From an optimization exercise on the open Yosys and OpenROAD flow, aimed at small area, a short achievable clock period and few clock cycles per item; shortcuts taken in it are not production practice. In this exercise RTL edits were held to simulation tests only and were not proved equivalent to the original.

==> v2: inputs <==
## cordic_top
module cordic_top (
	input logic clk,
	input logic rst,
	input logic signed [ 31:0 ] in_din,
	input logic in_we,
	input logic out_re,
	output logic in_full,
	output logic signed [ 1:0 ] [ 15:0 ] out_dout,
	output logic out_empty
);
==> module cordic_top, before the edit <==
module cordic_top (
	input logic clk,
	input logic rst,
	input logic signed [ 31:0 ] in_din,
	input logic in_we,
	input logic out_re,
	output logic in_full,
	output logic signed [ 1:0 ] [ 15:0 ] out_dout,
	output logic out_empty
);
	localparam logic signed [ 31:0 ]
		PI       = 32'sd51472,
		TWO_PI   = 32'sd102944,
		HALF_PI  = 32'sd25736,
		THREE_HALF_PI = 32'sd77208;
	localparam logic [ 15:0 ] PI_LO = 16'd51472, TWO_PI_LO = 16'd37408;  
	localparam logic [ 31:0 ] RES_ZERO = { 16'sd16383, 16'sd2 };
	logic accept, adv, stuck;
	logic signed [ 31:0 ] r, r_step, src;
	logic busy, busy_c, far_in, far_step;
	cordic_add #( .W( 32 ) ) u_step ( .a( r ), .b( r[ 31 ] ? TWO_PI : -TWO_PI ), .cin( 1'b0 ), .s( r_step ) );
	assign far_in = ( in_din > TWO_PI ) || ( in_din < -TWO_PI );
	assign far_step = r[ 31 ] ? ( r < -( TWO_PI <<< 1 ) ) : ( r > ( TWO_PI <<< 1 ) );
	always_ff @( posedge clk ) begin
		if ( accept )
			r <= in_din;
		else if ( busy )
			r <= r_step;
	end
	assign busy_c = accept ? far_in : ( busy & far_step );
	logic signed [ 17:0 ] rs;
	logic sub2, sub1, add2, add1;
	logic [ 15:0 ] z_k, z_red;
	logic f_red;
	assign src = accept ? in_din : r;
	assign rs = src[ 17:0 ];
	always_ff @( posedge clk ) begin
		sub2 <= rs >= THREE_HALF_PI;
		sub1 <= ( rs > HALF_PI ) && ( rs < THREE_HALF_PI );
		add2 <= rs <= -THREE_HALF_PI;
		add1 <= ( rs < -HALF_PI ) && ( rs > -THREE_HALF_PI );
	end
	assign z_k = ( { 16{ sub2 } } & ( -TWO_PI_LO ) ) | ( { 16{ sub1 } } & ( -PI_LO ) ) |
		( { 16{ add2 } } & TWO_PI_LO ) | ( { 16{ add1 } } & PI_LO );
	cordic_add #( .W( 16 ) ) u_red ( .a( r[ 15:0 ] ), .b( z_k ), .cin( 1'b0 ), .s( z_red ) );
	assign f_red = sub1 | add1;
	logic [ 16:0 ] e_dout;
	logic e_full, e_full_c;
	logic p_f;
	logic [ 15:0 ] p_z;
	logic [ 31:0 ] res;
	assign stuck = ~out_empty & ~out_re;
	assign accept = in_we & ~in_full;
	assign adv = ( accept | e_full ) & ~stuck;
	fifo
	hold_inst (
		.clk( clk ),
		.rst( rst ),
		.put( accept & stuck ),
		.take( adv ),
		.din( { f_red, z_red } ),
		.dout( e_dout ),
		.full( e_full ),
		.full_c( e_full_c )
	);
	assign { p_f, p_z } = e_full ? e_dout : { f_red, z_red };
	cordic
	cordic_inst (
		.clk( clk ),
		.adv( adv ),
		.in_f( p_f ),
		.in_z( p_z ),
		.res( res )
	);
	logic [ 4:0 ] cnt;       
	logic word_zero, word_res0;
	always_ff @( posedge clk, posedge rst ) begin
		if ( rst )
			cnt <= 5'd0;
		else if ( adv && cnt != 5'd17 )
			cnt <= cnt + 5'd1;
	end
	assign word_zero = cnt < 5'd16;
	assign word_res0 = cnt == 5'd16;
	always_ff @( posedge clk ) begin
		if ( adv ) begin
			if ( word_zero )
				out_dout <= 32'h0;
			else if ( word_res0 )
				out_dout <= RES_ZERO;
			else
				out_dout <= res;
		end
	end
	always_ff @( posedge clk, posedge rst ) begin
		if ( rst ) begin
			out_empty <= 1'b1;
			busy <= 1'b0;
			in_full <= 1'b0;
		end
		else begin
			if ( adv )
				out_empty <= 1'b0;
			else if ( out_re )
				out_empty <= 1'b1;
			busy <= busy_c;
			in_full <= busy_c | busy | e_full_c;
		end
	end
endmodule
Settings: LEC_CHECK=0, CAP_MARGIN=20, CORE_MARGIN=2, CORE_UTILIZATION=40, PLACE_DENSITY=0.6, SETUP_SLACK_MARGIN=3.5, SLEW_MARGIN=20; clock period 6.0 ns.
run.sh (not shown) runs the stock make flow with config.mk's settings and CLKGATE_MAP_FILE= SYNTH_SCRIPT=/design/flow/synth_recipe.tcl, a recipe that flattens the netlist after the stock synthesis.
==> v38 (differences from v2) <==
--- a/flow/design.v
+++ b/flow/design.v
@@ -305,14 +305,50 @@
 	logic accept, adv, stuck;
-	logic signed [ 31:0 ] r, r_step, src;
-	logic busy, busy_c, far_in, far_step;
-	cordic_add #( .W( 32 ) ) u_step ( .a( r ), .b( r[ 31 ] ? TWO_PI : -TWO_PI ), .cin( 1'b0 ), .s( r_step ) );
+	logic signed [ 31:0 ] r, src;
+	logic [ 16:0 ] e_dout;
+	logic e_full, e_full_c;
+	logic busy, busy_c, far_in, far_q, big_q, cy, step_lo_en;
+	logic [ 1:0 ] ph;
+	logic [ 20:0 ] lo_sum;
+	logic [ 19:0 ] k_lo;
+	localparam logic [ 19:0 ]
+		K2  = 20'd102944,      
+		K8  = 20'd411776,      
+		K2N = 20'd945632,      
+		K8N = 20'd636800;      
 	assign far_in = ( in_din > TWO_PI ) || ( in_din < -TWO_PI );
-	assign far_step = r[ 31 ] ? ( r < -( TWO_PI <<< 1 ) ) : ( r > ( TWO_PI <<< 1 ) );
+	assign k_lo = r[ 31 ] ? ( big_q ? K8 : K2 ) : ( big_q ? K8N : K2N );
+	cordic_add #( .W( 21 ) ) u_step ( .a( { 1'b0, r[ 19:0 ] } ), .b( { 1'b0, k_lo } ), .cin( 1'b0 ), .s( lo_sum ) );
+	assign step_lo_en = busy & ( ph == 2'd0 ) & far_q;
 	always_ff @( posedge clk ) begin
 		if ( accept )
-			r <= in_din;
-		else if ( busy )
-			r <= r_step;
+			r[ 19:0 ] <= in_din[ 19:0 ];
+		else if ( step_lo_en )
+			r[ 19:0 ] <= lo_sum[ 19:0 ];
+	end
+	always_ff @( posedge clk ) begin
+		if ( accept )
+			r[ 31:20 ] <= in_din[ 31:20 ];
+		else if ( busy && ph == 2'd1 )
+			r[ 31:20 ] <= r[ 31 ] ? r[ 31:20 ] + { 11'd0, cy } : r[ 31:20 ] - { 11'd0, ~cy };
+	end
+	always_ff @( posedge clk ) begin
+		cy <= lo_sum[ 20 ];
+		if ( accept ) begin
+			far_q <= far_in;
+			big_q <= ( in_din >= 32'sd1048576 ) || ( in_din < -32'sd1048576 );
+		end
+		else if ( ph == 2'd2 ) begin
+			far_q <= ( r > TWO_PI ) || ( r < -TWO_PI );
+			big_q <= ( r >= 32'sd1048576 ) || ( r < -32'sd1048576 );
+		end
 	end
-	assign busy_c = accept ? far_in : ( busy & far_step );
+	always_ff @( posedge clk, posedge rst ) begin
+		if ( rst )
+			ph <= 2'd0;
+		else if ( accept )
+			ph <= 2'd0;
+		else if ( step_lo_en || ph != 2'd0 )
+			ph <= ( ph == 2'd2 ) ? 2'd0 : ph + 2'd1;
+	end
+	assign busy_c = accept ? far_in : ( busy & ( ph != 2'd0 || far_q ) );
 	logic signed [ 17:0 ] rs;
@@ -331,6 +367,5 @@
 		( { 16{ add2 } } & TWO_PI_LO ) | ( { 16{ add1 } } & PI_LO );
-	cordic_add #( .W( 16 ) ) u_red ( .a( r[ 15:0 ] ), .b( z_k ), .cin( 1'b0 ), .s( z_red ) );
-	assign f_red = sub1 | add1;
-	logic [ 16:0 ] e_dout;
-	logic e_full, e_full_c;
+	cordic_add #( .W( 16 ) ) u_red ( .a( e_full ? e_dout[ 15:0 ] : r[ 15:0 ] ), .b( e_full ? 16'd0 : z_k ),
+		.cin( 1'b0 ), .s( z_red ) );
+	assign f_red = e_full ? e_dout[ 16 ] : ( sub1 | add1 );
 	logic p_f;
@@ -338,4 +373,2 @@
 	logic [ 31:0 ] res;
-	assign stuck = ~out_empty & ~out_re;
-	assign accept = in_we & ~in_full;
 	assign adv = ( accept | e_full ) & ~stuck;
@@ -352,3 +385,3 @@
 	);
-	assign { p_f, p_z } = e_full ? e_dout : { f_red, z_red };
+	assign { p_f, p_z } = { f_red, z_red };
 	cordic
@@ -381,2 +414,5 @@
 	end
+	logic out_valid, in_open;
+	assign stuck = out_valid & ~out_re;
+	assign accept = in_we & in_open;
 	always_ff @( posedge clk, posedge rst ) begin
@@ -384,12 +420,19 @@
 			out_empty <= 1'b1;
+			out_valid <= 1'b0;
 			busy <= 1'b0;
 			in_full <= 1'b0;
+			in_open <= 1'b1;
 		end
 		else begin
-			if ( adv )
+			if ( adv ) begin
 				out_empty <= 1'b0;
-			else if ( out_re )
+				out_valid <= 1'b1;
+			end
+			else if ( out_re ) begin
 				out_empty <= 1'b1;
+				out_valid <= 1'b0;
+			end
 			busy <= busy_c;
 			in_full <= busy_c | busy | e_full_c;
+			in_open <= ~( busy_c | busy | e_full_c );
 		end
- SETUP_SLACK_MARGIN: 3.5 -> 2.7
==> v16 (differences from v2) <==
--- a/flow/design.v
+++ b/flow/design.v
@@ -305,14 +305,50 @@
 	logic accept, adv, stuck;
-	logic signed [ 31:0 ] r, r_step, src;
-	logic busy, busy_c, far_in, far_step;
-	cordic_add #( .W( 32 ) ) u_step ( .a( r ), .b( r[ 31 ] ? TWO_PI : -TWO_PI ), .cin( 1'b0 ), .s( r_step ) );
+	logic signed [ 31:0 ] r, src;
+	logic [ 16:0 ] e_dout;
+	logic e_full, e_full_c;
+	logic busy, busy_c, far_in, far_q, big_q, cy, step_lo_en;
+	logic [ 1:0 ] ph;
+	logic [ 20:0 ] lo_sum;
+	logic [ 19:0 ] k_lo;
+	localparam logic [ 19:0 ]
+		K2  = 20'd102944,      
+		K8  = 20'd411776,      
+		K2N = 20'd945632,      
+		K8N = 20'd636800;      
 	assign far_in = ( in_din > TWO_PI ) || ( in_din < -TWO_PI );
-	assign far_step = r[ 31 ] ? ( r < -( TWO_PI <<< 1 ) ) : ( r > ( TWO_PI <<< 1 ) );
+	assign k_lo = r[ 31 ] ? ( big_q ? K8 : K2 ) : ( big_q ? K8N : K2N );
+	cordic_add #( .W( 21 ) ) u_step ( .a( { 1'b0, r[ 19:0 ] } ), .b( { 1'b0, k_lo } ), .cin( 1'b0 ), .s( lo_sum ) );
+	assign step_lo_en = busy & ( ph == 2'd0 ) & far_q;
 	always_ff @( posedge clk ) begin
 		if ( accept )
-			r <= in_din;
-		else if ( busy )
-			r <= r_step;
+			r[ 19:0 ] <= in_din[ 19:0 ];
+		else if ( step_lo_en )
+			r[ 19:0 ] <= lo_sum[ 19:0 ];
+	end
+	always_ff @( posedge clk ) begin
+		if ( accept )
+			r[ 31:20 ] <= in_din[ 31:20 ];
+		else if ( busy && ph == 2'd1 )
+			r[ 31:20 ] <= r[ 31 ] ? r[ 31:20 ] + { 11'd0, cy } : r[ 31:20 ] - { 11'd0, ~cy };
+	end
+	always_ff @( posedge clk ) begin
+		cy <= lo_sum[ 20 ];
+		if ( accept ) begin
+			far_q <= far_in;
+			big_q <= ( in_din >= 32'sd1048576 ) || ( in_din < -32'sd1048576 );
+		end
+		else if ( ph == 2'd2 ) begin
+			far_q <= ( r > TWO_PI ) || ( r < -TWO_PI );
+			big_q <= ( r >= 32'sd1048576 ) || ( r < -32'sd1048576 );
+		end
 	end
-	assign busy_c = accept ? far_in : ( busy & far_step );
+	always_ff @( posedge clk, posedge rst ) begin
+		if ( rst )
+			ph <= 2'd0;
+		else if ( accept )
+			ph <= 2'd0;
+		else if ( step_lo_en || ph != 2'd0 )
+			ph <= ( ph == 2'd2 ) ? 2'd0 : ph + 2'd1;
+	end
+	assign busy_c = accept ? far_in : ( busy & ( ph != 2'd0 || far_q ) );
 	logic signed [ 17:0 ] rs;
@@ -331,6 +367,5 @@
 		( { 16{ add2 } } & TWO_PI_LO ) | ( { 16{ add1 } } & PI_LO );
-	cordic_add #( .W( 16 ) ) u_red ( .a( r[ 15:0 ] ), .b( z_k ), .cin( 1'b0 ), .s( z_red ) );
-	assign f_red = sub1 | add1;
-	logic [ 16:0 ] e_dout;
-	logic e_full, e_full_c;
+	cordic_add #( .W( 16 ) ) u_red ( .a( e_full ? e_dout[ 15:0 ] : r[ 15:0 ] ), .b( e_full ? 16'd0 : z_k ),
+		.cin( 1'b0 ), .s( z_red ) );
+	assign f_red = e_full ? e_dout[ 16 ] : ( sub1 | add1 );
 	logic p_f;
@@ -338,4 +373,2 @@
 	logic [ 31:0 ] res;
-	assign stuck = ~out_empty & ~out_re;
-	assign accept = in_we & ~in_full;
 	assign adv = ( accept | e_full ) & ~stuck;
@@ -352,3 +385,3 @@
 	);
-	assign { p_f, p_z } = e_full ? e_dout : { f_red, z_red };
+	assign { p_f, p_z } = { f_red, z_red };
 	cordic
@@ -381,2 +414,5 @@
 	end
+	logic out_valid, in_open;
+	assign stuck = out_valid & ~out_re;
+	assign accept = in_we & in_open;
 	always_ff @( posedge clk, posedge rst ) begin
@@ -384,12 +420,19 @@
 			out_empty <= 1'b1;
+			out_valid <= 1'b0;
 			busy <= 1'b0;
 			in_full <= 1'b0;
+			in_open <= 1'b1;
 		end
 		else begin
-			if ( adv )
+			if ( adv ) begin
 				out_empty <= 1'b0;
-			else if ( out_re )
+				out_valid <= 1'b1;
+			end
+			else if ( out_re ) begin
 				out_empty <= 1'b1;
+				out_valid <= 1'b0;
+			end
 			busy <= busy_c;
 			in_full <= busy_c | busy | e_full_c;
+			in_open <= ~( busy_c | busy | e_full_c );
 		end
- CAP_MARGIN: 20 -> 5
- CORE_UTILIZATION: 40 -> 50
- PLACE_DENSITY: 0.6 -> 0.65
- SETUP_SLACK_MARGIN: 3.5 -> 3.0
- SLEW_MARGIN: 20 -> 5
==> qor.yml <==
worst_setup_path:
  cp_max_fo: 5
  slowest_delay_ns: 0.47
synthesis:
  synth-edff-count: 572
outcome:
  outcome: "timing/DRC/antenna clean"
routing:
  routed.top_layer: "met5"
The numbers above come from v2.

==> qor.yml <==
outcome:
  outcome: "timing/DRC/antenna clean"
worst_setup_path:
  slowest_delay_ns: 0.47
The numbers above come from v38.

==> qor.yml <==
routing:
  routed.top_layer: "met4"
synthesis:
  synth-edff-count: 574
outcome:
  outcome: "timing/DRC/antenna clean"
worst_setup_path:
  slowest_delay_ns: 0.48
The numbers above come from v16.

Testbench counts of v2, summed over its fixed seeds: cycles 8,192, items 8,192.
Testbench counts of v38, summed over its fixed seeds: cycles 8,192, items 8,192.
Testbench counts of v16, summed over its fixed seeds: cycles 8,192, items 8,192.

afterwards: timing with drivers on the ports:
The flow's constraints put no driver on any port. The routed layouts listed below were extracted and timed again, unchanged, in two steps.
Step 1 sets driving cells, clkbuf_16 on the clock port and buf_2 on the other inputs (assumed; they add their load-dependent delay and slew).
Step 2 also shifts input and output timing later by t, the mid clock arrival at the registers, as if the neighbouring blocks saw the same clock.
Three values: no drivers, after step 1, after step 2; two values: the first two.
run | shift t [ns] | setup WS [ns] | worst register clock-pin slew, ns
v2 | 0.686 | 2.928 / 2.928 / 2.905 | 0.06 / 0.06
v38 | 0.681 | 2.726 / 2.726 / 2.561 | 0.06 / 0.06
v16 | 0.666 | 3.026 / 3.026 / 2.557 | 0.06 / 0.06
After both steps every run listed still meets setup and hold. The setup slack of v16, which loses most, moves by 0.000 ns with the drivers and by -0.469 ns with both steps.
